This design comes from an exercise in tuning for small area on the open sky130 flow, not from production work. Function was checked by simulation only, so behaviour that the tests miss may differ from the original. Power is estimated from default activity; no workload was simulated.

==> flow/design.v <==
module nunchuk_driver_top(
	input clk,             
	input rst,             
	output scl,
	output sda_o,          
	output sda_oe,         
	input sda_i,           
	output [7:0] stick_x,
	output [7:0] stick_y,
	output [9:0] accel_x,
	output [9:0] accel_y,
	output [9:0] accel_z,
	output z,
	output c,
	output [47:0] segs
);
	localparam [2:0] C_I = 3'd0, C_S = 3'd1, C_P = 3'd2, C_W = 3'd3, C_R = 3'd4, C_N = 3'd5;
	reg [1:0] step;
	reg [11:0] q;
	reg [3:0] idx;
	reg [3:0] b;
	reg failed;
	reg acked;
	reg [45:0] sh;     
	reg [45:0] dat;    
	wire [1:0] ph = q[1:0];
	wire poll = (q == 12'd3999);
	reg [2:0] rom;
	always_comb begin
		if (step[1] == 1'b0) begin
			case (idx)
				4'd0: rom = C_S;
				4'd1, 4'd2, 4'd3: rom = C_W;
				4'd4: rom = C_P;
				default: rom = C_I;
			endcase
		end else if (step[0] == 1'b0) begin
			case (idx)
				4'd0: rom = C_S;
				4'd1, 4'd2: rom = C_W;
				4'd3: rom = C_P;
				default: rom = C_I;
			endcase
		end else begin
			case (idx)
				4'd0: rom = C_S;
				4'd1: rom = C_W;
				4'd2, 4'd3, 4'd4, 4'd5, 4'd6: rom = C_R;
				4'd7: rom = C_N;
				4'd8: rom = C_P;
				default: rom = C_I;
			endcase
		end
	end
	wire [2:0] cmd = (b == 4'd9) ? C_P : rom;
	wire is_w = (cmd == C_W);
	wire is_rd = (cmd == C_R) || (cmd == C_N);
	wire is_byte = is_w || is_rd;
	wire is_i = (cmd == C_I);
	wire b0 = (b == 4'd0);
	wire ending = is_i && (idx != 4'd15) && !failed;
	reg [7:0] wbyte;
	always_comb begin
		case ({step, idx[1:0], failed})
			5'b00_01_0, 5'b01_01_0, 5'b10_01_0: wbyte = 8'hA4;
			5'b11_01_0: wbyte = 8'hA5;
			5'b00_10_0, 5'b00_11_1: wbyte = 8'hF0;
			5'b01_10_0, 5'b01_11_1: wbyte = 8'hFB;
			5'b00_11_0: wbyte = 8'h55;
			default: wbyte = 8'h00;
		endcase
	end
	wire [3:0] bm1 = b - 4'd1;
	wire wbit = wbyte[bm1[2:0]];
	assign scl = !is_i && (ph == 2'd1 || ph == 2'd2);
	assign sda_oe = (cmd == C_S) || (cmd == C_P) || (is_w && !b0) || (is_rd && b0);
	assign sda_o = (cmd == C_S) ? !ph[1] :
	               (cmd == C_P) ? ph[1] :
	               is_w ? wbit :
	               (cmd == C_N);
	always @(posedge clk) begin
		if (rst) begin
			q <= 12'd1998;
			idx <= 4'd15;
			b <= 4'd8;
			step <= 2'd0;
			dat <= 46'd0;
		end else begin
			q <= poll ? 12'd0 : q + 12'd1;
			if (ending && ph == 2'd1 && step == 2'd3)
				dat <= sh;
			if (poll) begin
				idx <= 4'd0;
				b <= 4'd8;
				failed <= 1'b0;
			end else if (ph == 2'd3) begin
				if (is_i) begin
					idx <= 4'd15;
					if (ending)
						step <= {step[1] | step[0], ~step[0]};
				end else if (is_byte && !b0) begin
					b <= b - 4'd1;
				end else begin
					idx <= idx + 4'd1;
					if (is_w && !acked) begin
						b <= 4'd9;
						failed <= 1'b1;
					end else begin
						b <= 4'd8;
					end
				end
			end
		end
		if (is_w && b0 && ph == 2'd2)
			acked <= !sda_i;
		if (is_rd && !b0 && ph == 2'd2 && !(cmd == C_N && (b == 4'd8 || b == 4'd7)))
			sh <= {sh[44:0], sda_i};
	end
	assign stick_x = dat[45:38];
	assign stick_y = dat[37:30];
	assign accel_x = {dat[29:22], dat[1:0]};
	assign accel_y = {dat[21:14], dat[5:4]};
	assign accel_z = {dat[13:6], dat[3:2]};
	assign z = ~dat[1];
	assign c = ~dat[0];
	function automatic [7:0] seg7(input [3:0] d);
		case (d)
			4'd0: seg7 = 8'b11000000;
			4'd1: seg7 = 8'b11111001;
			4'd2: seg7 = 8'b10100100;
			4'd3: seg7 = 8'b10110000;
			4'd4: seg7 = 8'b10011001;
			4'd5: seg7 = 8'b10010010;
			4'd6: seg7 = 8'b10000010;
			4'd7: seg7 = 8'b11111000;
			4'd8: seg7 = 8'b10000000;
			default: seg7 = 8'b10010000;
		endcase
	endfunction
	function automatic [9:0] bcd(input [7:0] v);
		reg [17:0] s;
		integer i;
		begin
			s = {10'd0, v};
			for (i = 0; i < 8; i = i + 1) begin
				if (s[11:8] >= 5) s[11:8] = s[11:8] + 3;
				if (s[15:12] >= 5) s[15:12] = s[15:12] + 3;
				s = s << 1;
			end
			bcd = s[17:8];
		end
	endfunction
	wire [9:0] bx = bcd(stick_x);
	wire [9:0] by = bcd(stick_y);
	assign segs = {seg7({2'b0, bx[9:8]}), seg7(bx[7:4]), seg7(bx[3:0]), seg7({2'b0, by[9:8]}), seg7(by[7:4]), seg7(by[3:0])};
endmodule
Settings: LEC_CHECK=0, ABC_AREA=1, CAP_MARGIN=20, CORE_MARGIN=2, CORE_UTILIZATION=40, CTS_BUF_LIST=sky130_fd_sc_hd__clkbuf_4, CTS_CLUSTER_DIAMETER=60, CTS_CLUSTER_SIZE=20, SLEW_MARGIN=20; clock period 12.0 ns.
run.sh (not shown) runs the stock make flow with config.mk's settings and CLKGATE_MAP_FILE= SYNTH_SCRIPT=/design/flow/synth_recipe.tcl, a recipe that flattens the netlist after the stock synthesis.
Rerun with:
--- a/flow/config.mk
+++ b/flow/config.mk
@@ -12,3 +12,2 @@
-export CTS_BUF_LIST = sky130_fd_sc_hd__clkbuf_4
-export CTS_CLUSTER_DIAMETER = 60
-export CTS_CLUSTER_SIZE = 20
+export CTS_BUF_LIST = sky130_fd_sc_hd__clkbuf_8
+export CTS_CLUSTER_SIZE = 30
Combinational power is about the same.
Synthesized area is unchanged.
Setup slack gains 0.091 ns.

port drivers added, routing unchanged:
Ports are ideal in the flow. The routed layouts listed here were re-timed in OpenROAD. Step 1, drivers: a clkbuf_16 drives clk and a buf_2 each remaining input, both assumed. Step 2 also shifts input and output timing later by t, the mid clock arrival at the registers, as if the neighbouring blocks saw the same clock. Three values: ideal ports, drivers, drivers and shift; two values: the first two.
| run | shift t [ns] | setup slack, ns | hold WS [ns] | worst data-port slew with drivers (ns) |
|---|---|---|---|---|
| the first run | 0.523 | 4.104 / 4.067 / 4.590 | 0.455 / 0.455 / 0.455 | 0.03 |
| the second run | 0.445 | 4.194 / 4.159 / 4.604 | 0.447 / 0.447 / 0.447 | 0.03 |
After both steps every run listed still meets setup and hold.
